Source: an optimization exercise on an open RTL-to-GDS flow (aim: small area and a short achievable clock period). Production flows keep margins and buffers that such runs may drop. Where RTL was checked, it was by simulation tests only, not by an equivalence proof against the original. Only the layout flow was run in runs 2 and 3; the RTL was not checked for function there. Power figures rest on the tool's default switching activity, not on a simulated workload.

## flow/design.v (module list and top-level ports; edited modules follow where they fit)
// module FA: 7 lines
// module HA: 7 lines
// module BSEL8: 8 lines
// module BSEL8N: 8 lines
// module AOI22X2: 7 lines
// module NANDXOR: 6 lines
// module NANDXNOR: 6 lines
// module BSEL8B: 6 lines
// module BSEL8A: 6 lines
// module BSEL4: 6 lines
// module BSEL4N: 6 lines
// module GPLEAF: 8 lines
// module KSA: 455 lines
// module PGB0000_1: 7 lines
// module PGB1111_0: 7 lines
// module PGG000_1: 6 lines
// module PGG001_1: 6 lines
// module PGG110_0: 6 lines
// module PGG111_0: 6 lines
// module X3ADD: 191 lines
// module PGBLK: 7 lines
// module PGGRY: 6 lines
// module Booth: 1733 lines
module Booth (
    input  CLK, RST,
    input  [31:0] x, y,
    output [63:0] p
);
  // ...
==> flow/flow/run.sh <==
#!/bin/bash
# Own layout flow: the standard flow, plus one step after floorplan that
# sets every combinational cell to the smallest drive strength of its family
# (Yosys/ABC map with a fixed load and tends to pick oversized gates). The
# later resizer steps (repair_design, repair_timing) size up what needs it.
set -euo pipefail
here=$(pwd)
export POST_FLOORPLAN_TCL="$here/flow/downsize.tcl"
# buffer the ports with a plain buffer (the default pick is a slow delay cell)
export BUFFER_PORTS_ARGS="-buffer_cell sky130_fd_sc_hd__buf_1"
bash standard.sh > "$here/standard.log" 2>&1
==> flow/flow/downsize.tcl <==
# Swap each combinational standard cell for the smallest-drive cell of the same
# function (same footprint family); leave flops, adders, buffers and ties alone.
set n 0
foreach inst [get_cells *] {
  set master [get_property $inst ref_name]
  if {![regexp {^sky130_fd_sc_hd__([a-z0-9]+)_([0-9]+)$} $master -> base size]} { continue }
  if {[regexp {^(df|sdf|edf|dl|fa|ha|conb|tap|fill|decap|buf|clkbuf|clkdly|dlygate|dlymetal|inv|clkinv|diode|lpflow|probe)} $base]} { continue }
  set best ""
  set bestsize 1000
  foreach lc [get_lib_cells sky130_fd_sc_hd__${base}_*] {
    set nm [get_name $lc]
    if {![regexp "^sky130_fd_sc_hd__${base}_(\[0-9\]+)\$" $nm -> s]} { continue }
    if {[get_property $lc dont_use]} { continue }
    if {$s < $bestsize} { set bestsize $s; set best $nm }
  }
  if {$best ne "" && $best ne $master} {
    replace_cell $inst $best
    incr n
  }
}
puts "downsize: replaced $n cells"
==> flow/standard.sh <==
#!/bin/bash
# synth_recipe.tcl (not shown) runs the flow's synth.tcl, then flattens the netlist and writes it again
# the make line also repeats each setting of config.mk as NAME=value (left out here)
make -C /OpenROAD-flow-scripts/flow DESIGN_CONFIG=/design/flow/config.mk WORK_HOME=/design/flow/orfs CLKGATE_MAP_FILE= SYNTH_SCRIPT=/design/flow/synth_recipe.tcl "${@:-finish}"
==> flow/config.mk <==
export PLATFORM = sky130hd
export DESIGN_NAME = Booth
export DESIGN_NICKNAME = Booth
export VERILOG_FILES = /design/flow/design.v
export SDC_FILE = /design/flow/constraint.sdc
export NUM_CORES = 4
export LEC_CHECK = 0
export CAP_MARGIN = 20
export CORE_MARGIN = 2
export CORE_UTILIZATION = 40
export SETUP_SLACK_MARGIN = 3.25
export SLEW_MARGIN = 20
export SYNTH_HIERARCHICAL = 1
export SYNTH_MINIMUM_KEEP_SIZE = 0
==> flow/constraint.sdc <==
create_clock -name core_clock -period 7.5 [get_ports {CLK}]
set_input_delay 1.5000 -clock core_clock [delete_from_list [all_inputs] [get_ports {CLK}]]
set_output_delay 1.5000 -clock core_clock [all_outputs]
set_load 0.01 [all_outputs]
==> impl_metrics.toml, run 1 <==
[final_layout]
final_cell_mix = "a22oi_1, nand2_1, xor2_1"
multiInputCombCellCount = 2602
syn2layout_area_growth_pct = -1.53
final_cell_area_um2 = 30800

[run]
max_cap_violations = 0

[grt]
antenna_found_initial = 1
grt_pass1_vias = 25300
grt_max_degree = 65

[placed_design]
dp.cells = 4088

[power_and_ir_drop]
powerClk_mw = 1.24
power_leader = "combinational cells"
power.clock.fraction_pct = 7.3
p_int_mw = 8.66
p_comb_mw = 13.1
swShare_pct = 48.9

[clock_network]
tritoncts = "yes"
post_cts_buffers = 11

[timing]
worst_slack_ns = 3.28
hold_ws_ns = 0.974
rsz0062_at_grt = "yes"

[drt]
wl_met2_um = 46800
firstDrtPassIters = 9
detail_route.wl_per_cell_um = 26.6
met3WireLength_um = 14800
drt_iter0_markers = 3800

[status]
status = "finished clean"

[setup_path]
critPathArrivalTime_ns = 2.72
crit_required_ns = 6.00

[worst_hold_path]
holdPathEnd = "pr[0]$_DFF_P_"
==> run 2: changes to the inputs <==
--- a/flow/design.v
+++ b/flow/design.v
@@ -47,6 +47,18 @@
 );
     assign pp = ~(neg ^ ~(u & v));
 endmodule
+module BSEL8H (
+    input  s124, s3, neg, a, t,
+    output pp
+);
+    assign pp = neg ^ ((s124 & a) | (s3 & t));
+endmodule
+module BSEL8HN (
+    input  s124, s3, neg, a, t,
+    output pp
+);
+    assign pp = ~(neg ^ ((s124 & a) | (s3 & t)));
+endmodule
 module BSEL8B (
     input  s1, s2, s3, neg, a, b, t,
     output pp
@@ -810,6 +822,7 @@
         neg <= neg_d;
     end
     wire [36:0] xe  = {{3{xr[31]}}, xr, 2'b00};         
+    wire [10:0] s124 = s1 | s2 | s4;                    
     wire [34:0] x3e = {x3r[33], x3r, xr[0]};             
     wire pp0_0; BSEL8A u_b0_0 (.s13(s1[0] | s3[0]), .neg(neg[0]), .a(xr[0]), .pp(pp0_0));
     wire pp0_1; BSEL8B u_b0_1 (.s1(s1[0]), .s2(s2[0]), .s3(s3[0]), .neg(neg[0]), .a(xe[3]), .b(xe[2]), .t(x3e[1]), .pp(pp0_1));
@@ -844,8 +857,8 @@
     wire pp0_30; BSEL8 u_b0_30 (.s1(s1[0]), .s2(s2[0]), .s3(s3[0]), .s4(s4[0]), .neg(neg[0]), .a(xe[32]), .b(xe[31]), .t(x3e[30]), .c(xe[30]), .pp(pp0_30));
     wire pp0_31; BSEL8 u_b0_31 (.s1(s1[0]), .s2(s2[0]), .s3(s3[0]), .s4(s4[0]), .neg(neg[0]), .a(xe[33]), .b(xe[32]), .t(x3e[31]), .c(xe[31]), .pp(pp0_31));
     wire pp0_32; BSEL8 u_b0_32 (.s1(s1[0]), .s2(s2[0]), .s3(s3[0]), .s4(s4[0]), .neg(neg[0]), .a(xe[34]), .b(xe[33]), .t(x3e[32]), .c(xe[32]), .pp(pp0_32));
-    wire pp0_33; BSEL8 u_b0_33 (.s1(s1[0]), .s2(s2[0]), .s3(s3[0]), .s4(s4[0]), .neg(neg[0]), .a(xe[35]), .b(xe[34]), .t(x3e[33]), .c(xe[33]), .pp(pp0_33));
-    wire pp0_34; BSEL8N u_b0_34 (.s1(s1[0]), .s2(s2[0]), .s3(s3[0]), .s4(s4[0]), .neg(neg[0]), .a(xe[36]), .b(xe[35]), .t(x3e[34]), .c(xe[34]), .pp(pp0_34));
+    wire pp0_33; BSEL8H u_b0_33 (.s124(s124[0]), .s3(s3[0]), .neg(neg[0]), .a(xr[31]), .t(x3e[33]), .pp(pp0_33));
+    wire pp0_34; BSEL8HN u_b0_34 (.s124(s124[0]), .s3(s3[0]), .neg(neg[0]), .a(xr[31]), .t(x3e[34]), .pp(pp0_34));
     wire pp1_0; BSEL8A u_b1_0 (.s13(s1[1] | s3[1]), .neg(neg[1]), .a(xr[0]), .pp(pp1_0));
     wire pp1_1; BSEL8B u_b1_1 (.s1(s1[1]), .s2(s2[1]), .s3(s3[1]), .neg(neg[1]), .a(xe[3]), .b(xe[2]), .t(x3e[1]), .pp(pp1_1));
     wire pp1_2; BSEL8 u_b1_2 (.s1(s1[1]), .s2(s2[1]), .s3(s3[1]), .s4(s4[1]), .neg(neg[1]), .a(xe[4]), .b(xe[3]), .t(x3e[2]), .c(xe[2]), .pp(pp1_2));
@@ -879,8 +892,8 @@
     wire pp1_30; BSEL8 u_b1_30 (.s1(s1[1]), .s2(s2[1]), .s3(s3[1]), .s4(s4[1]), .neg(neg[1]), .a(xe[32]), .b(xe[31]), .t(x3e[30]), .c(xe[30]), .pp(pp1_30));
     wire pp1_31; BSEL8 u_b1_31 (.s1(s1[1]), .s2(s2[1]), .s3(s3[1]), .s4(s4[1]), .neg(neg[1]), .a(xe[33]), .b(xe[32]), .t(x3e[31]), .c(xe[31]), .pp(pp1_31));
     wire pp1_32; BSEL8 u_b1_32 (.s1(s1[1]), .s2(s2[1]), .s3(s3[1]), .s4(s4[1]), .neg(neg[1]), .a(xe[34]), .b(xe[33]), .t(x3e[32]), .c(xe[32]), .pp(pp1_32));
-    wire pp1_33; BSEL8 u_b1_33 (.s1(s1[1]), .s2(s2[1]), .s3(s3[1]), .s4(s4[1]), .neg(neg[1]), .a(xe[35]), .b(xe[34]), .t(x3e[33]), .c(xe[33]), .pp(pp1_33));
-    wire pp1_34; BSEL8N u_b1_34 (.s1(s1[1]), .s2(s2[1]), .s3(s3[1]), .s4(s4[1]), .neg(neg[1]), .a(xe[36]), .b(xe[35]), .t(x3e[34]), .c(xe[34]), .pp(pp1_34));
+    wire pp1_33; BSEL8H u_b1_33 (.s124(s124[1]), .s3(s3[1]), .neg(neg[1]), .a(xr[31]), .t(x3e[33]), .pp(pp1_33));
+    wire pp1_34; BSEL8HN u_b1_34 (.s124(s124[1]), .s3(s3[1]), .neg(neg[1]), .a(xr[31]), .t(x3e[34]), .pp(pp1_34));
     wire pp2_0; BSEL8A u_b2_0 (.s13(s1[2] | s3[2]), .neg(neg[2]), .a(xr[0]), .pp(pp2_0));
     wire pp2_1; BSEL8B u_b2_1 (.s1(s1[2]), .s2(s2[2]), .s3(s3[2]), .neg(neg[2]), .a(xe[3]), .b(xe[2]), .t(x3e[1]), .pp(pp2_1));
     wire pp2_2; BSEL8 u_b2_2 (.s1(s1[2]), .s2(s2[2]), .s3(s3[2]), .s4(s4[2]), .neg(neg[2]), .a(xe[4]), .b(xe[3]), .t(x3e[2]), .c(xe[2]), .pp(pp2_2));
@@ -914,8 +927,8 @@
     wire pp2_30; BSEL8 u_b2_30 (.s1(s1[2]), .s2(s2[2]), .s3(s3[2]), .s4(s4[2]), .neg(neg[2]), .a(xe[32]), .b(xe[31]), .t(x3e[30]), .c(xe[30]), .pp(pp2_30));
     wire pp2_31; BSEL8 u_b2_31 (.s1(s1[2]), .s2(s2[2]), .s3(s3[2]), .s4(s4[2]), .neg(neg[2]), .a(xe[33]), .b(xe[32]), .t(x3e[31]), .c(xe[31]), .pp(pp2_31));
     wire pp2_32; BSEL8 u_b2_32 (.s1(s1[2]), .s2(s2[2]), .s3(s3[2]), .s4(s4[2]), .neg(neg[2]), .a(xe[34]), .b(xe[33]), .t(x3e[32]), .c(xe[32]), .pp(pp2_32));
-    wire pp2_33; BSEL8 u_b2_33 (.s1(s1[2]), .s2(s2[2]), .s3(s3[2]), .s4(s4[2]), .neg(neg[2]), .a(xe[35]), .b(xe[34]), .t(x3e[33]), .c(xe[33]), .pp(pp2_33));
-    wire pp2_34; BSEL8N u_b2_34 (.s1(s1[2]), .s2(s2[2]), .s3(s3[2]), .s4(s4[2]), .neg(neg[2]), .a(xe[36]), .b(xe[35]), .t(x3e[34]), .c(xe[34]), .pp(pp2_34));
+    wire pp2_33; BSEL8H u_b2_33 (.s124(s124[2]), .s3(s3[2]), .neg(neg[2]), .a(xr[31]), .t(x3e[33]), .pp(pp2_33));
+    wire pp2_34; BSEL8HN u_b2_34 (.s124(s124[2]), .s3(s3[2]), .neg(neg[2]), .a(xr[31]), .t(x3e[34]), .pp(pp2_34));
     wire pp3_0; BSEL8A u_b3_0 (.s13(s1[3] | s3[3]), .neg(neg[3]), .a(xr[0]), .pp(pp3_0));
     wire pp3_1; BSEL8B u_b3_1 (.s1(s1[3]), .s2(s2[3]), .s3(s3[3]), .neg(neg[3]), .a(xe[3]), .b(xe[2]), .t(x3e[1]), .pp(pp3_1));
     wire pp3_2; BSEL8 u_b3_2 (.s1(s1[3]), .s2(s2[3]), .s3(s3[3]), .s4(s4[3]), .neg(neg[3]), .a(xe[4]), .b(xe[3]), .t(x3e[2]), .c(xe[2]), .pp(pp3_2));
@@ -949,8 +962,8 @@
     wire pp3_30; BSEL8 u_b3_30 (.s1(s1[3]), .s2(s2[3]), .s3(s3[3]), .s4(s4[3]), .neg(neg[3]), .a(xe[32]), .b(xe[31]), .t(x3e[30]), .c(xe[30]), .pp(pp3_30));
     wire pp3_31; BSEL8 u_b3_31 (.s1(s1[3]), .s2(s2[3]), .s3(s3[3]), .s4(s4[3]), .neg(neg[3]), .a(xe[33]), .b(xe[32]), .t(x3e[31]), .c(xe[31]), .pp(pp3_31));
     wire pp3_32; BSEL8 u_b3_32 (.s1(s1[3]), .s2(s2[3]), .s3(s3[3]), .s4(s4[3]), .neg(neg[3]), .a(xe[34]), .b(xe[33]), .t(x3e[32]), .c(xe[32]), .pp(pp3_32));
-    wire pp3_33; BSEL8 u_b3_33 (.s1(s1[3]), .s2(s2[3]), .s3(s3[3]), .s4(s4[3]), .neg(neg[3]), .a(xe[35]), .b(xe[34]), .t(x3e[33]), .c(xe[33]), .pp(pp3_33));
-    wire pp3_34; BSEL8N u_b3_34 (.s1(s1[3]), .s2(s2[3]), .s3(s3[3]), .s4(s4[3]), .neg(neg[3]), .a(xe[36]), .b(xe[35]), .t(x3e[34]), .c(xe[34]), .pp(pp3_34));
+    wire pp3_33; BSEL8H u_b3_33 (.s124(s124[3]), .s3(s3[3]), .neg(neg[3]), .a(xr[31]), .t(x3e[33]), .pp(pp3_33));
+    wire pp3_34; BSEL8HN u_b3_34 (.s124(s124[3]), .s3(s3[3]), .neg(neg[3]), .a(xr[31]), .t(x3e[34]), .pp(pp3_34));
     wire pp4_0; BSEL8A u_b4_0 (.s13(s1[4] | s3[4]), .neg(neg[4]), .a(xr[0]), .pp(pp4_0));
     wire pp4_1; BSEL8B u_b4_1 (.s1(s1[4]), .s2(s2[4]), .s3(s3[4]), .neg(neg[4]), .a(xe[3]), .b(xe[2]), .t(x3e[1]), .pp(pp4_1));
     wire pp4_2; BSEL8 u_b4_2 (.s1(s1[4]), .s2(s2[4]), .s3(s3[4]), .s4(s4[4]), .neg(neg[4]), .a(xe[4]), .b(xe[3]), .t(x3e[2]), .c(xe[2]), .pp(pp4_2));
@@ -984,8 +997,8 @@
     wire pp4_30; BSEL8 u_b4_30 (.s1(s1[4]), .s2(s2[4]), .s3(s3[4]), .s4(s4[4]), .neg(neg[4]), .a(xe[32]), .b(xe[31]), .t(x3e[30]), .c(xe[30]), .pp(pp4_30));
     wire pp4_31; BSEL8 u_b4_31 (.s1(s1[4]), .s2(s2[4]), .s3(s3[4]), .s4(s4[4]), .neg(neg[4]), .a(xe[33]), .b(xe[32]), .t(x3e[31]), .c(xe[31]), .pp(pp4_31));
     wire pp4_32; BSEL8 u_b4_32 (.s1(s1[4]), .s2(s2[4]), .s3(s3[4]), .s4(s4[4]), .neg(neg[4]), .a(xe[34]), .b(xe[33]), .t(x3e[32]), .c(xe[32]), .pp(pp4_32));
-    wire pp4_33; BSEL8 u_b4_33 (.s1(s1[4]), .s2(s2[4]), .s3(s3[4]), .s4(s4[4]), .neg(neg[4]), .a(xe[35]), .b(xe[34]), .t(x3e[33]), .c(xe[33]), .pp(pp4_33));
-    wire pp4_34; BSEL8N u_b4_34 (.s1(s1[4]), .s2(s2[4]), .s3(s3[4]), .s4(s4[4]), .neg(neg[4]), .a(xe[36]), .b(xe[35]), .t(x3e[34]), .c(xe[34]), .pp(pp4_34));
+    wire pp4_33; BSEL8H u_b4_33 (.s124(s124[4]), .s3(s3[4]), .neg(neg[4]), .a(xr[31]), .t(x3e[33]), .pp(pp4_33));
+    wire pp4_34; BSEL8HN u_b4_34 (.s124(s124[4]), .s3(s3[4]), .neg(neg[4]), .a(xr[31]), .t(x3e[34]), .pp(pp4_34));
     wire pp5_0; BSEL8A u_b5_0 (.s13(s1[5] | s3[5]), .neg(neg[5]), .a(xr[0]), .pp(pp5_0));
     wire pp5_1; BSEL8B u_b5_1 (.s1(s1[5]), .s2(s2[5]), .s3(s3[5]), .neg(neg[5]), .a(xe[3]), .b(xe[2]), .t(x3e[1]), .pp(pp5_1));
     wire pp5_2; BSEL8 u_b5_2 (.s1(s1[5]), .s2(s2[5]), .s3(s3[5]), .s4(s4[5]), .neg(neg[5]), .a(xe[4]), .b(xe[3]), .t(x3e[2]), .c(xe[2]), .pp(pp5_2));
@@ -1019,8 +1032,8 @@
     wire pp5_30; BSEL8 u_b5_30 (.s1(s1[5]), .s2(s2[5]), .s3(s3[5]), .s4(s4[5]), .neg(neg[5]), .a(xe[32]), .b(xe[31]), .t(x3e[30]), .c(xe[30]), .pp(pp5_30));
     wire pp5_31; BSEL8 u_b5_31 (.s1(s1[5]), .s2(s2[5]), .s3(s3[5]), .s4(s4[5]), .neg(neg[5]), .a(xe[33]), .b(xe[32]), .t(x3e[31]), .c(xe[31]), .pp(pp5_31));
     wire pp5_32; BSEL8 u_b5_32 (.s1(s1[5]), .s2(s2[5]), .s3(s3[5]), .s4(s4[5]), .neg(neg[5]), .a(xe[34]), .b(xe[33]), .t(x3e[32]), .c(xe[32]), .pp(pp5_32));
-    wire pp5_33; BSEL8 u_b5_33 (.s1(s1[5]), .s2(s2[5]), .s3(s3[5]), .s4(s4[5]), .neg(neg[5]), .a(xe[35]), .b(xe[34]), .t(x3e[33]), .c(xe[33]), .pp(pp5_33));
-    wire pp5_34; BSEL8N u_b5_34 (.s1(s1[5]), .s2(s2[5]), .s3(s3[5]), .s4(s4[5]), .neg(neg[5]), .a(xe[36]), .b(xe[35]), .t(x3e[34]), .c(xe[34]), .pp(pp5_34));
+    wire pp5_33; BSEL8H u_b5_33 (.s124(s124[5]), .s3(s3[5]), .neg(neg[5]), .a(xr[31]), .t(x3e[33]), .pp(pp5_33));
+    wire pp5_34; BSEL8HN u_b5_34 (.s124(s124[5]), .s3(s3[5]), .neg(neg[5]), .a(xr[31]), .t(x3e[34]), .pp(pp5_34));
     wire pp6_0; BSEL8A u_b6_0 (.s13(s1[6] | s3[6]), .neg(neg[6]), .a(xr[0]), .pp(pp6_0));
     wire pp6_1; BSEL8B u_b6_1 (.s1(s1[6]), .s2(s2[6]), .s3(s3[6]), .neg(neg[6]), .a(xe[3]), .b(xe[2]), .t(x3e[1]), .pp(pp6_1));
     wire pp6_2; BSEL8 u_b6_2 (.s1(s1[6]), .s2(s2[6]), .s3(s3[6]), .s4(s4[6]), .neg(neg[6]), .a(xe[4]), .b(xe[3]), .t(x3e[2]), .c(xe[2]), .pp(pp6_2));
@@ -1054,8 +1067,8 @@
     wire pp6_30; BSEL8 u_b6_30 (.s1(s1[6]), .s2(s2[6]), .s3(s3[6]), .s4(s4[6]), .neg(neg[6]), .a(xe[32]), .b(xe[31]), .t(x3e[30]), .c(xe[30]), .pp(pp6_30));
     wire pp6_31; BSEL8 u_b6_31 (.s1(s1[6]), .s2(s2[6]), .s3(s3[6]), .s4(s4[6]), .neg(neg[6]), .a(xe[33]), .b(xe[32]), .t(x3e[31]), .c(xe[31]), .pp(pp6_31));
     wire pp6_32; BSEL8 u_b6_32 (.s1(s1[6]), .s2(s2[6]), .s3(s3[6]), .s4(s4[6]), .neg(neg[6]), .a(xe[34]), .b(xe[33]), .t(x3e[32]), .c(xe[32]), .pp(pp6_32));
-    wire pp6_33; BSEL8 u_b6_33 (.s1(s1[6]), .s2(s2[6]), .s3(s3[6]), .s4(s4[6]), .neg(neg[6]), .a(xe[35]), .b(xe[34]), .t(x3e[33]), .c(xe[33]), .pp(pp6_33));
-    wire pp6_34; BSEL8N u_b6_34 (.s1(s1[6]), .s2(s2[6]), .s3(s3[6]), .s4(s4[6]), .neg(neg[6]), .a(xe[36]), .b(xe[35]), .t(x3e[34]), .c(xe[34]), .pp(pp6_34));
+    wire pp6_33; BSEL8H u_b6_33 (.s124(s124[6]), .s3(s3[6]), .neg(neg[6]), .a(xr[31]), .t(x3e[33]), .pp(pp6_33));
+    wire pp6_34; BSEL8HN u_b6_34 (.s124(s124[6]), .s3(s3[6]), .neg(neg[6]), .a(xr[31]), .t(x3e[34]), .pp(pp6_34));
     wire pp7_0; BSEL8A u_b7_0 (.s13(s1[7] | s3[7]), .neg(neg[7]), .a(xr[0]), .pp(pp7_0));
     wire pp7_1; BSEL8B u_b7_1 (.s1(s1[7]), .s2(s2[7]), .s3(s3[7]), .neg(neg[7]), .a(xe[3]), .b(xe[2]), .t(x3e[1]), .pp(pp7_1));
     wire pp7_2; BSEL8 u_b7_2 (.s1(s1[7]), .s2(s2[7]), .s3(s3[7]), .s4(s4[7]), .neg(neg[7]), .a(xe[4]), .b(xe[3]), .t(x3e[2]), .c(xe[2]), .pp(pp7_2));
@@ -1089,8 +1102,8 @@
     wire pp7_30; BSEL8 u_b7_30 (.s1(s1[7]), .s2(s2[7]), .s3(s3[7]), .s4(s4[7]), .neg(neg[7]), .a(xe[32]), .b(xe[31]), .t(x3e[30]), .c(xe[30]), .pp(pp7_30));
     wire pp7_31; BSEL8 u_b7_31 (.s1(s1[7]), .s2(s2[7]), .s3(s3[7]), .s4(s4[7]), .neg(neg[7]), .a(xe[33]), .b(xe[32]), .t(x3e[31]), .c(xe[31]), .pp(pp7_31));
     wire pp7_32; BSEL8 u_b7_32 (.s1(s1[7]), .s2(s2[7]), .s3(s3[7]), .s4(s4[7]), .neg(neg[7]), .a(xe[34]), .b(xe[33]), .t(x3e[32]), .c(xe[32]), .pp(pp7_32));
-    wire pp7_33; BSEL8 u_b7_33 (.s1(s1[7]), .s2(s2[7]), .s3(s3[7]), .s4(s4[7]), .neg(neg[7]), .a(xe[35]), .b(xe[34]), .t(x3e[33]), .c(xe[33]), .pp(pp7_33));
-    wire pp7_34; BSEL8N u_b7_34 (.s1(s1[7]), .s2(s2[7]), .s3(s3[7]), .s4(s4[7]), .neg(neg[7]), .a(xe[36]), .b(xe[35]), .t(x3e[34]), .c(xe[34]), .pp(pp7_34));
+    wire pp7_33; BSEL8H u_b7_33 (.s124(s124[7]), .s3(s3[7]), .neg(neg[7]), .a(xr[31]), .t(x3e[33]), .pp(pp7_33));
+    wire pp7_34; BSEL8HN u_b7_34 (.s124(s124[7]), .s3(s3[7]), .neg(neg[7]), .a(xr[31]), .t(x3e[34]), .pp(pp7_34));
     wire pp8_0; BSEL8A u_b8_0 (.s13(s1[8] | s3[8]), .neg(neg[8]), .a(xr[0]), .pp(pp8_0));
     wire pp8_1; BSEL8B u_b8_1 (.s1(s1[8]), .s2(s2[8]), .s3(s3[8]), .neg(neg[8]), .a(xe[3]), .b(xe[2]), .t(x3e[1]), .pp(pp8_1));
     wire pp8_2; BSEL8 u_b8_2 (.s1(s1[8]), .s2(s2[8]), .s3(s3[8]), .s4(s4[8]), .neg(neg[8]), .a(xe[4]), .b(xe[3]), .t(x3e[2]), .c(xe[2]), .pp(pp8_2));
@@ -1124,8 +1137,8 @@
     wire pp8_30; BSEL8 u_b8_30 (.s1(s1[8]), .s2(s2[8]), .s3(s3[8]), .s4(s4[8]), .neg(neg[8]), .a(xe[32]), .b(xe[31]), .t(x3e[30]), .c(xe[30]), .pp(pp8_30));
     wire pp8_31; BSEL8 u_b8_31 (.s1(s1[8]), .s2(s2[8]), .s3(s3[8]), .s4(s4[8]), .neg(neg[8]), .a(xe[33]), .b(xe[32]), .t(x3e[31]), .c(xe[31]), .pp(pp8_31));
     wire pp8_32; BSEL8 u_b8_32 (.s1(s1[8]), .s2(s2[8]), .s3(s3[8]), .s4(s4[8]), .neg(neg[8]), .a(xe[34]), .b(xe[33]), .t(x3e[32]), .c(xe[32]), .pp(pp8_32));
-    wire pp8_33; BSEL8 u_b8_33 (.s1(s1[8]), .s2(s2[8]), .s3(s3[8]), .s4(s4[8]), .neg(neg[8]), .a(xe[35]), .b(xe[34]), .t(x3e[33]), .c(xe[33]), .pp(pp8_33));
-    wire pp8_34; BSEL8N u_b8_34 (.s1(s1[8]), .s2(s2[8]), .s3(s3[8]), .s4(s4[8]), .neg(neg[8]), .a(xe[36]), .b(xe[35]), .t(x3e[34]), .c(xe[34]), .pp(pp8_34));
+    wire pp8_33; BSEL8H u_b8_33 (.s124(s124[8]), .s3(s3[8]), .neg(neg[8]), .a(xr[31]), .t(x3e[33]), .pp(pp8_33));
+    wire pp8_34; BSEL8HN u_b8_34 (.s124(s124[8]), .s3(s3[8]), .neg(neg[8]), .a(xr[31]), .t(x3e[34]), .pp(pp8_34));
     wire pp9_0; BSEL8A u_b9_0 (.s13(s1[9] | s3[9]), .neg(neg[9]), .a(xr[0]), .pp(pp9_0));
     wire pp9_1; BSEL8B u_b9_1 (.s1(s1[9]), .s2(s2[9]), .s3(s3[9]), .neg(neg[9]), .a(xe[3]), .b(xe[2]), .t(x3e[1]), .pp(pp9_1));
     wire pp9_2; BSEL8 u_b9_2 (.s1(s1[9]), .s2(s2[9]), .s3(s3[9]), .s4(s4[9]), .neg(neg[9]), .a(xe[4]), .b(xe[3]), .t(x3e[2]), .c(xe[2]), .pp(pp9_2));
@@ -1159,8 +1172,8 @@
     wire pp9_30; BSEL8 u_b9_30 (.s1(s1[9]), .s2(s2[9]), .s3(s3[9]), .s4(s4[9]), .neg(neg[9]), .a(xe[32]), .b(xe[31]), .t(x3e[30]), .c(xe[30]), .pp(pp9_30));
     wire pp9_31; BSEL8 u_b9_31 (.s1(s1[9]), .s2(s2[9]), .s3(s3[9]), .s4(s4[9]), .neg(neg[9]), .a(xe[33]), .b(xe[32]), .t(x3e[31]), .c(xe[31]), .pp(pp9_31));
     wire pp9_32; BSEL8 u_b9_32 (.s1(s1[9]), .s2(s2[9]), .s3(s3[9]), .s4(s4[9]), .neg(neg[9]), .a(xe[34]), .b(xe[33]), .t(x3e[32]), .c(xe[32]), .pp(pp9_32));
-    wire pp9_33; BSEL8 u_b9_33 (.s1(s1[9]), .s2(s2[9]), .s3(s3[9]), .s4(s4[9]), .neg(neg[9]), .a(xe[35]), .b(xe[34]), .t(x3e[33]), .c(xe[33]), .pp(pp9_33));
-    wire pp9_34; BSEL8N u_b9_34 (.s1(s1[9]), .s2(s2[9]), .s3(s3[9]), .s4(s4[9]), .neg(neg[9]), .a(xe[36]), .b(xe[35]), .t(x3e[34]), .c(xe[34]), .pp(pp9_34));
+    wire pp9_33; BSEL8H u_b9_33 (.s124(s124[9]), .s3(s3[9]), .neg(neg[9]), .a(xr[31]), .t(x3e[33]), .pp(pp9_33));
+    wire pp9_34; BSEL8HN u_b9_34 (.s124(s124[9]), .s3(s3[9]), .neg(neg[9]), .a(xr[31]), .t(x3e[34]), .pp(pp9_34));
     wire pp10_0; BSEL8A u_b10_0 (.s13(s1[10] | s3[10]), .neg(neg[10]), .a(xr[0]), .pp(pp10_0));
     wire pp10_1; BSEL8B u_b10_1 (.s1(s1[10]), .s2(s2[10]), .s3(s3[10]), .neg(neg[10]), .a(xe[3]), .b(xe[2]), .t(x3e[1]), .pp(pp10_1));
     wire pp10_2; BSEL4 u_b10_2 (.s1(s1[10]), .s2(s2[10]), .neg(neg[10]), .a(xe[4]), .b(xe[3]), .pp(pp10_2));
@@ -1934,9 +1947,9 @@
     HA u_ha1 (.a(pp0_1), .b(hc0), .s(hs1), .co(hc1));
     HA u_ha2 (.a(pp0_2), .b(hc1), .s(hs2), .co(hc2));
     FA u_fa0 (.a(neg[1]), .b(pp0_3), .c(pp1_0), .s(fs0), .co(fc0));
-    HA u_ha3 (.a(hc2), .b(fs0), .s(hs3), .co(hc3));
+    HA u_ha3 (.a(fs0), .b(hc2), .s(hs3), .co(hc3));
     FA u_fa1 (.a(pp0_4), .b(pp1_1), .c(fc0), .s(fs1), .co(fc1));
-    HA u_ha4 (.a(hc3), .b(fs1), .s(hs4), .co(hc4));
+    HA u_ha4 (.a(fs1), .b(hc3), .s(hs4), .co(hc4));
     FA u_fa2 (.a(pp0_5), .b(pp1_2), .c(fc1), .s(fs2), .co(fc2));
     HA u_ha5 (.a(hc4), .b(fs2), .s(hs5), .co(hc5));
     FA u_fa3 (.a(neg[2]), .b(pp0_6), .c(pp1_3), .s(fs3), .co(fc3));
@@ -1967,12 +1980,12 @@
     FA u_fa21 (.a(pp0_14), .b(pp1_11), .c(pp2_8), .s(fs21), .co(fc21));
     FA u_fa22 (.a(pp3_5), .b(pp4_2), .c(fc18), .s(fs22), .co(fc22));
     FA u_fa23 (.a(fs21), .b(fc19), .c(fs22), .s(fs23), .co(fc23));
-    HA u_ha13 (.a(fc20), .b(hc12), .s(hs13), .co(hc13));
+    HA u_ha13 (.a(fc20), .b(fs23), .s(hs13), .co(hc13));
     FA u_fa24 (.a(neg[5]), .b(pp0_15), .c(pp1_12), .s(fs24), .co(fc24));
     FA u_fa25 (.a(pp2_9), .b(pp3_6), .c(pp4_3), .s(fs25), .co(fc25));
     FA u_fa26 (.a(pp5_0), .b(fc21), .c(fs24), .s(fs26), .co(fc26));
     FA u_fa27 (.a(fs25), .b(fc22), .c(fs26), .s(fs27), .co(fc27));
-    HA u_ha14 (.a(fc23), .b(hc13), .s(hs14), .co(hc14));
+    HA u_ha14 (.a(fc23), .b(fs27), .s(hs14), .co(hc14));
     FA u_fa28 (.a(pp0_16), .b(pp1_13), .c(pp2_10), .s(fs28), .co(fc28));
     FA u_fa29 (.a(pp3_7), .b(pp4_4), .c(pp5_1), .s(fs29), .co(fc29));
     FA u_fa30 (.a(fc24), .b(fc25), .c(fs28), .s(fs30), .co(fc30));
@@ -2062,7 +2075,7 @@
     FA u_fa102 (.a(fc92), .b(fs98), .c(fs99), .s(fs102), .co(fc102));
     FA u_fa103 (.a(fs100), .b(fc93), .c(fc94), .s(fs103), .co(fc103));
     FA u_fa104 (.a(fs101), .b(fs102), .c(fc95), .s(fs104), .co(fc104));
-    FA u_fa105 (.a(fc96), .b(fs103), .c(fs104), .s(fs105), .co(fc105));
+    FA u_fa105 (.a(fs103), .b(fc96), .c(fs104), .s(fs105), .co(fc105));
     HA u_ha27 (.a(fc97), .b(hc26), .s(hs27), .co(hc27));
     FA u_fa106 (.a(pp0_29), .b(pp1_26), .c(pp2_23), .s(fs106), .co(fc106));
     FA u_fa107 (.a(pp3_20), .b(pp4_17), .c(pp5_14), .s(fs107), .co(fc107));
@@ -2163,8 +2176,8 @@
     FA u_fa189 (.a(fc177), .b(fc178), .c(fc179), .s(fs189), .co(fc189));
     FA u_fa190 (.a(fs186), .b(fs187), .c(fs188), .s(fs190), .co(fc190));
     FA u_fa191 (.a(fc180), .b(fc181), .c(fs189), .s(fs191), .co(fc191));
-    FA u_fa192 (.a(fs190), .b(fc182), .c(fc183), .s(fs192), .co(fc192));
-    FA u_fa193 (.a(fs191), .b(fc184), .c(fs192), .s(fs193), .co(fc193));
+    FA u_fa192 (.a(fs190), .b(fc182), .c(fs191), .s(fs192), .co(fc192));
+    FA u_fa193 (.a(fc183), .b(fc184), .c(fs192), .s(fs193), .co(fc193));
     HA u_ha37 (.a(fc185), .b(fs193), .s(hs37), .co(hc37));
     assign iv4 = ~pp2_33;
     FA u_fa194 (.a(pp3_30), .b(pp4_27), .c(pp5_24), .s(fs194), .co(fc194));
@@ -2217,7 +2230,7 @@
     FA u_fa233 (.a(iv7), .b(fc224), .c(fc225), .s(fs233), .co(fc233));
     FA u_fa234 (.a(fc226), .b(fs231), .c(fs232), .s(fs234), .co(fc234));
     FA u_fa235 (.a(fc227), .b(fc228), .c(fs233), .s(fs235), .co(fc235));
-    FA u_fa236 (.a(fs234), .b(fc229), .c(fs235), .s(fs236), .co(fc236));
+    FA u_fa236 (.a(fs234), .b(fs235), .c(fc229), .s(fs236), .co(fc236));
     HA u_ha43 (.a(fs236), .b(fc230), .s(hs43), .co(hc43));
     assign iv8 = ~pp4_33;
     FA u_fa237 (.a(pp5_30), .b(pp6_27), .c(pp7_24), .s(fs237), .co(fc237));
@@ -2275,7 +2288,7 @@
     FA u_fa276 (.a(pp8_29), .b(pp9_26), .c(pp10_23), .s(fs276), .co(fc276));
     FA u_fa277 (.a(iv13), .b(fc272), .c(fc273), .s(fs277), .co(fc277));
     FA u_fa278 (.a(fs276), .b(fc274), .c(fs277), .s(fs278), .co(fc278));
-    HA u_ha52 (.a(fc275), .b(fs278), .s(hs52), .co(hc52));
+    HA u_ha52 (.a(fs278), .b(fc275), .s(hs52), .co(hc52));
     assign iv14 = ~pp7_33;
     FA u_fa279 (.a(pp8_30), .b(pp9_27), .c(pp10_24), .s(fs279), .co(fc279));
     FA u_fa280 (.a(pp7_32), .b(iv14), .c(fc276), .s(fs280), .co(fc280));
@@ -2333,8 +2346,8 @@
     GPLEAF u_gp11 (.a(hc9), .b(hs10), .rst(RST), .g(g_d[11]), .p(p_d[11]));
     GPLEAF u_gp12 (.a(hc10), .b(hs11), .rst(RST), .g(g_d[12]), .p(p_d[12]));
     GPLEAF u_gp13 (.a(fs20), .b(hs12), .rst(RST), .g(g_d[13]), .p(p_d[13]));
-    GPLEAF u_gp14 (.a(fs23), .b(hs13), .rst(RST), .g(g_d[14]), .p(p_d[14]));
-    GPLEAF u_gp15 (.a(fs27), .b(hs14), .rst(RST), .g(g_d[15]), .p(p_d[15]));
+    GPLEAF u_gp14 (.a(hc12), .b(hs13), .rst(RST), .g(g_d[14]), .p(p_d[14]));
+    GPLEAF u_gp15 (.a(hc13), .b(hs14), .rst(RST), .g(g_d[15]), .p(p_d[15]));
     GPLEAF u_gp16 (.a(hc14), .b(hs15), .rst(RST), .g(g_d[16]), .p(p_d[16]));
     GPLEAF u_gp17 (.a(hc15), .b(hs16), .rst(RST), .g(g_d[17]), .p(p_d[17]));
     GPLEAF u_gp18 (.a(hc16), .b(hs17), .rst(RST), .g(g_d[18]), .p(p_d[18]));
==> run 2 against run 1 <==
Still clean. Register-to-register slack worse by 0.04 ns. First-iteration DRC count is 3.0% higher. Clock power hardly changed. Sequential share of layout area is 0.17 points lower. Worst hold slack worse by 0.051 ns. Die area is 0.83% lower. Critical path depth is 1 higher. Cell count is 0.12% higher. Via count is 0.63% lower. Final area is 1.3% higher. Maximum frequency is 0.64% lower. Core utilization is 0.71 points higher.
==> impl_metrics.toml, run 2 <==
[power_and_ir_drop]
powerDensity_nw_per_um2 = 547
cellLeakagePower_nw = 13.0
totalPowerFinal_mw = 17.1
worst_ir_drop_vdd_v = 0.000479

[drt]
postRouteAntennaNets = 0
firstDrtPassIters = 12
maxUsedRoutingLayer = "met5"
drt_iter0_markers = 3913
detail_route.wl_per_cell_um = 27.1
routed_wl_um = 113000
vias_per_cell = 6.06
vias = 25200
wl_met2_um = 47100
met3WireLength_um = 15100
drc = 0
met1_length_um = 42400

[setup_path]
crit_start = "s1[2]$_DFF_P_"
r2r_slack_ns = 3.26
worstReg2RegStart = "s1[2]$_DFF_P_"
critPathArrivalTime_ns = 4.67
reg2reg_depth = 10
crit_path_end = "gr[42]$_DFF_P_"
worst-setup-path-type = "flop to flop"
start_kind = "flop"
end_kind = "flop"
cp_max_fo = 18
crit_required_ns = 7.93
worstReg2RegEnd = "gr[42]$_DFF_P_"

[clock_network]
root_buffer = "clkbuf_16"
clock-sinks = 238
hold_buffers = 0
clockBufferDepth = 3
tritoncts = "yes"
cts.clk_slew.worst_paths_ns = 0.07
cts_made_buffers = 22
htreeDepth = 1
clk-insertion-delay-late_ns = 0.56

[floorplan]
die_w_um = 283
io_pins = 130
coreArea_um2 = 77100
die_h_um = 283
initial_core_util_pct = 40.2
dieArea_um2 = 79800
rows = 102

[run]
max_cap_violations = 0

[timing]
max_freq_mhz = 236
hold_viol = 0
setup_viol = 0
maxSlewHeadroom_pct = 36.2
drv_slew = 0
rsz0062_at_grt = "yes"
hold_ws_ns = 0.923
skew_ns = 0.0262
min_period_ns = 4.24
tns_ns = 0
post-route-period-util_pct = 56.6
worstMarginPinSlew_ns = 0.948

[grt]
grt_pass1_vias = 24500
antenna_found_initial = 1
grtUsageTotal_pct = 26.4
grt_overflow = 0
grt_pass1_wl_um = 159000
grt_max_degree = 65

[final_layout]
top_regs = "pr: 64 flops, gr: 55 flops, x3r: 33 flops"
drive_gt1_share_pct = 9.92
finalNonFillerCells = 4157
final_cell_mix = "a22oi_1, xor2_1, nand2_1"
layout_commonest_cell = "a22oi_1"
regMostFlops = "pr"
largest_register_ffs = 64
final_cell_area_um2 = 31200
syn2layout_area_growth_pct = 0.569
finalNetCount = 3557

[worst_hold_path]
hp-class = "flop to flop"

[placed_design]
placed_area_um2 = 28900
dp.cells = 4056
hpwl_um = 72700
place_congestion = 0.997
portBuffers = 129

[status]
status = "finished clean"

[logic_synthesis]
yosys_warnings = 7
avgSynthCellArea_um2 = 10.9
netlist_instances = 2857
syn-cell-area_um2 = 31000
run 2: what timing repair did:
action / CTS / global route
pin swaps: 3 / 8
resized for setup: 139 / 78
setup buffers: 18 / 42
endpoints found under the setup margin: 69 / 59
run 2: through the flow:
step / worst slack [ns] / util, %
floorplan: 3.23 / -
global placement: 3.03 / 37.5
detailed placement: 3.00 / 37.5
CTS: 3.17 / 39.2
global route: 3.17 / 40.5
finish: 3.26 / 40.5
run 2: how the worst min path moves through the flow:
stage                    from       endpoint  cells after the start
6_report        xr[0]$_DFF_P_  pr[0]$_DFF_P_                      4
5_1_grt         xr[0]$_DFF_P_  pr[0]$_DFF_P_                      4
4_1_cts         xr[0]$_DFF_P_  pr[0]$_DFF_P_                      4
3_5_place_dp    xr[0]$_DFF_P_  pr[0]$_DFF_P_                      4
3_3_place_gp    xr[0]$_DFF_P_  pr[0]$_DFF_P_                      4
2_1_floorplan  x3r[1]$_DFF_P_  pr[1]$_DFF_P_                      3
run 2: report_power, final:
part / total [mW] / internal, mW / switching (mW)
Clock: 1.23 / 0.725 / 0.500
Sequential: 2.56 / 1.93 / 0.634
Combinational: 13.3 / 6.09 / 7.20
run 2: cell type report:
cell class	count	area, um^2
clock buffer	30	663
multi-input combinational	2572	22200
clock inverter	10	136
timing repair buffer	223	1720
antenna	1	2.50
fill	7687	45900
sequential	238	5060
tap	1040	1300
inverter	43	161
run 2: routing by layer:
metal,up-vias,GRT usage (%)
li1,10900,-
met1,11900,34.2
met2,1915,40.1
met3,439,7.77
met4,6,12.8
met5,-,0
run 2: critical path, stage by stage, from the launching register on:
cell and delay (ns):
dfxtp_4 0.43, or3_1 0.39, a22oi_1 0.24, xor2_1 0.27, fa_1 0.48, fa_1 0.43
fa_2 0.43, fa_1 0.53, fa_1 0.42, ha_1 0.30, and3b_1 0.17
==> run 3: changes to the inputs <==
--- a/flow/config.mk
+++ b/flow/config.mk
@@ -8,7 +8,7 @@
 export CAP_MARGIN = 20
 export CORE_MARGIN = 2
 export CORE_UTILIZATION = 40
-export SETUP_SLACK_MARGIN = 3.25
+export SETUP_SLACK_MARGIN = 3.2
 export SLEW_MARGIN = 20
 export SYNTH_HIERARCHICAL = 1
 export SYNTH_MINIMUM_KEEP_SIZE = 0
==> run 3 against run 2 <==
Still clean. Cell count down 0.63%. Non-clock buffer count down 27. First-iteration DRC count up 4.4%. Clock power down 9.8%. Global-route usage up 0.062 points. Sequential cell count unchanged. Sequential share of layout area up 0.20 points. Via count down 0.17%. Clock-buffer cell count up 1. Die area unchanged. Worst hold slack worse by 0.0012 ns. Synthesized area unchanged. Critical endpoint is now gr[40]$_DFF_P_. Largest cell class unchanged. Largest power group unchanged. Highest routed layer is now met4.
==> impl_metrics.toml, run 3 <==
[status]
status = "finished clean"

[final_layout]
final_cell_mix = "a22oi_1, xor2_1, nand2_1"
fill_cells = 7731
finalNonFillerCells = 4131
layout_commonest_cell = "a22oi_1"
regMostFlops = "pr"
drive_gt1_share_pct = 9.32
top_regs = "pr: 64 flops, gr: 55 flops, x3r: 33 flops"
syn2layout_area_growth_pct = -0.968
fin_util_pct = 39.9
final_cell_area_um2 = 30700
finalNetCount = 3531
largest_register_ffs = 64

[power_and_ir_drop]
totalPowerFinal_mw = 16.7
cellLeakagePower_nw = 12.7
powerDensity_nw_per_um2 = 543
worst_ir_drop_vdd_v = 0.000436

[setup_path]
path_cells = "buf_4 -> a22oi_1 -> nand2_1 -> xor2_1 -> fa_1 -> fa_1 -> fa_1 -> fa_1 -> fa_1 -> ha_1 -> and3b_1"
critPathArrivalTime_ns = 4.68
path_common_cell = "fa_1"
crit_start = "xr[20]$_DFF_P_"
start_kind = "flop"
path_buf_inv = 1
worstReg2RegStart = "xr[20]$_DFF_P_"
critPathSlowestCell = "fa_1"
cp_slowest_stage_delay_ns = 0.52
end_kind = "flop"
worst-setup-path-type = "flop to flop"
crit_family = "adder cells"
crit_required_ns = 7.93
cp_max_fo = 32

[logic_synthesis]
yosys_warnings = 7
syn-cell-area_um2 = 31000
avgSynthCellArea_um2 = 10.9
netlist_instances = 2857

[worst_hold_path]
hp-start = "s1[0]$_DFF_P_"
hp-class = "flop to flop"

[floorplan]
coreArea_um2 = 77100
io_pins = 130
rows = 102
die_h_um = 283
die_w_um = 283
initial_core_util_pct = 40.2
dieArea_um2 = 79800

[grt]
grtUsageTotal_pct = 26.5
antenna_found_initial = 1
grt_pass1_wl_um = 160000
grt_max_degree = 65
grt_pass1_vias = 24300
grt_overflow = 0

[clock_network]
clock-sinks = 238
tritoncts = "yes"
clockBufferDepth = 3
cts_made_buffers = 23
clk-insertion-delay-late_ns = 0.55
cts.clk_slew.worst_paths_ns = 0.06
htreeDepth = 1
root_buffer = "clkbuf_16"

[placed_design]
hpwl_um = 71900
post-place-ws_ns = 3.02
place_congestion = 1.04
portBuffers = 129
placed_area_um2 = 28900
dp.cells = 4058

[timing]
hold_viol = 0
worstMarginPinSlew_ns = 0.922
tns_ns = 0
worst_slack_ns = 3.25
max_freq_mhz = 235
skew_ns = 0.0105
min_period_ns = 4.25
drv_slew = 0
hold_ws_ns = 0.921
rsz0062_at_grt = "yes"
setup_viol = 0
maxSlewHeadroom_pct = 37.9
post-route-period-util_pct = 56.7

[drt]
postRouteAntennaNets = 0
drc = 0
vias = 25200
firstDrtPassIters = 8
drt_iter0_markers = 4085
detail_route.wl_per_cell_um = 26.8
routed_wl_um = 111000
vias_per_cell = 6.09

[run]
max_cap_violations = 0
-- run 3: cell types whose count changed in the layout (fill, tap and decap cells not counted), sizes merged --
cell,delta
clkinvlp,+2
clkinv,+1
clkbuf,-6
bufinv,-3
buf,-20
-- run 3: tightest hold or removal path, cell delays in order, from the launching register on --
cell     delay (ns)
dfxtp_4        0.44
or2_0          0.14
nand2_1        0.06
xnor2_1        0.13
ha_1           0.12
-- run 3: final cells by class --
cell class | instances | area [um^2] | share of cell area (%)
multi-input combinational | 2572 | 22200 | 72.3
sequential | 238 | 5050 | 16.4
tap | 1040 | 1300 | 4.24
timing repair buffer | 196 | 1280 | 4.16
clock buffer | 31 | 646 | 2.10
inverter | 43 | 161 | 0.525
clock inverter | 10 | 81.3 | 0.265
antenna | 1 | 2.50 | 0.00814
-- run 3: worst paths after layout --
kind | cells after the start | slack [ns] | endpoint
worst max-delay path | 11 | 3.25 | gr[40]$_DFF_P_
worst min register to register | 4 | 0.92 | pr[0]$_DFF_P_
worst max register to register | 11 | 3.25 | gr[40]$_DFF_P_
worst min-delay path | 4 | 0.92 | pr[0]$_DFF_P_
-- run 3: report_power, final --
part / leakage, nW / internal (mW) / total, mW / switching, mW
clock: 0.353 / 0.610 / 1.11 / 0.499
combinational: 10.3 / 5.95 / 12.9 / 6.99
sequential: 2.02 / 1.93 / 2.63 / 0.702
-- run 3: what timing repair did --
item                       4_1_cts  5_1_grt
setup endpoints to repair       68       60
resized for setup              113      118
setup buffers                    6       25
hold buffers                     0        0
pin swaps                        3       13
-- run 3: routing by layer --
metal	global-route usage, %	wire, um	vias up	share of wire, %
met4	13.1	7120	0	6.4
met5	0.366	0	-	0
li1	-	-	10800	-
met3	8.44	14500	446	13
met1	34.5	42500	12000	38
met2	39.2	46700	1887	42

afterwards: timing with drivers on the ports:
In the flow no input, the clock included, has a driving cell. The finished layouts below were timed again as built, in two steps. Step 1 (the two cells are an assumption about what drives the block):
set clk [get_ports {CLK}]
set_driving_cell -lib_cell sky130_fd_sc_hd__clkbuf_16 $clk
set_driving_cell -lib_cell sky130_fd_sc_hd__buf_2 [delete_from_list [all_inputs] $clk]
Step 2 adds t to the input delays and takes it off the output delays; t is the mean of the earliest and latest rising clock arrival at the registers after step 1. Input paths then give back, and output paths get back, about the clock's delay inside the block. Slacks: ideal / step 1 / step 2; pairs: ideal / step 1.
| run | t, ns | setup slack, ns | worst hold slack (ns) | cell pins on the clock port's net |
|---|---|---|---|---|
| run 1 | 0.623 | 3.283 / 3.220 / 3.299 | 0.974 / 0.974 / 0.974 | 1 |
| run 2 | 0.605 | 3.256 / 3.233 / 3.256 | 0.923 / 0.923 / 0.923 | 1 |
| run 3 | 0.605 | 3.251 / 3.235 / 3.251 | 0.921 / 0.921 / 0.921 | 1 |
After both steps every run listed still meets setup and hold.
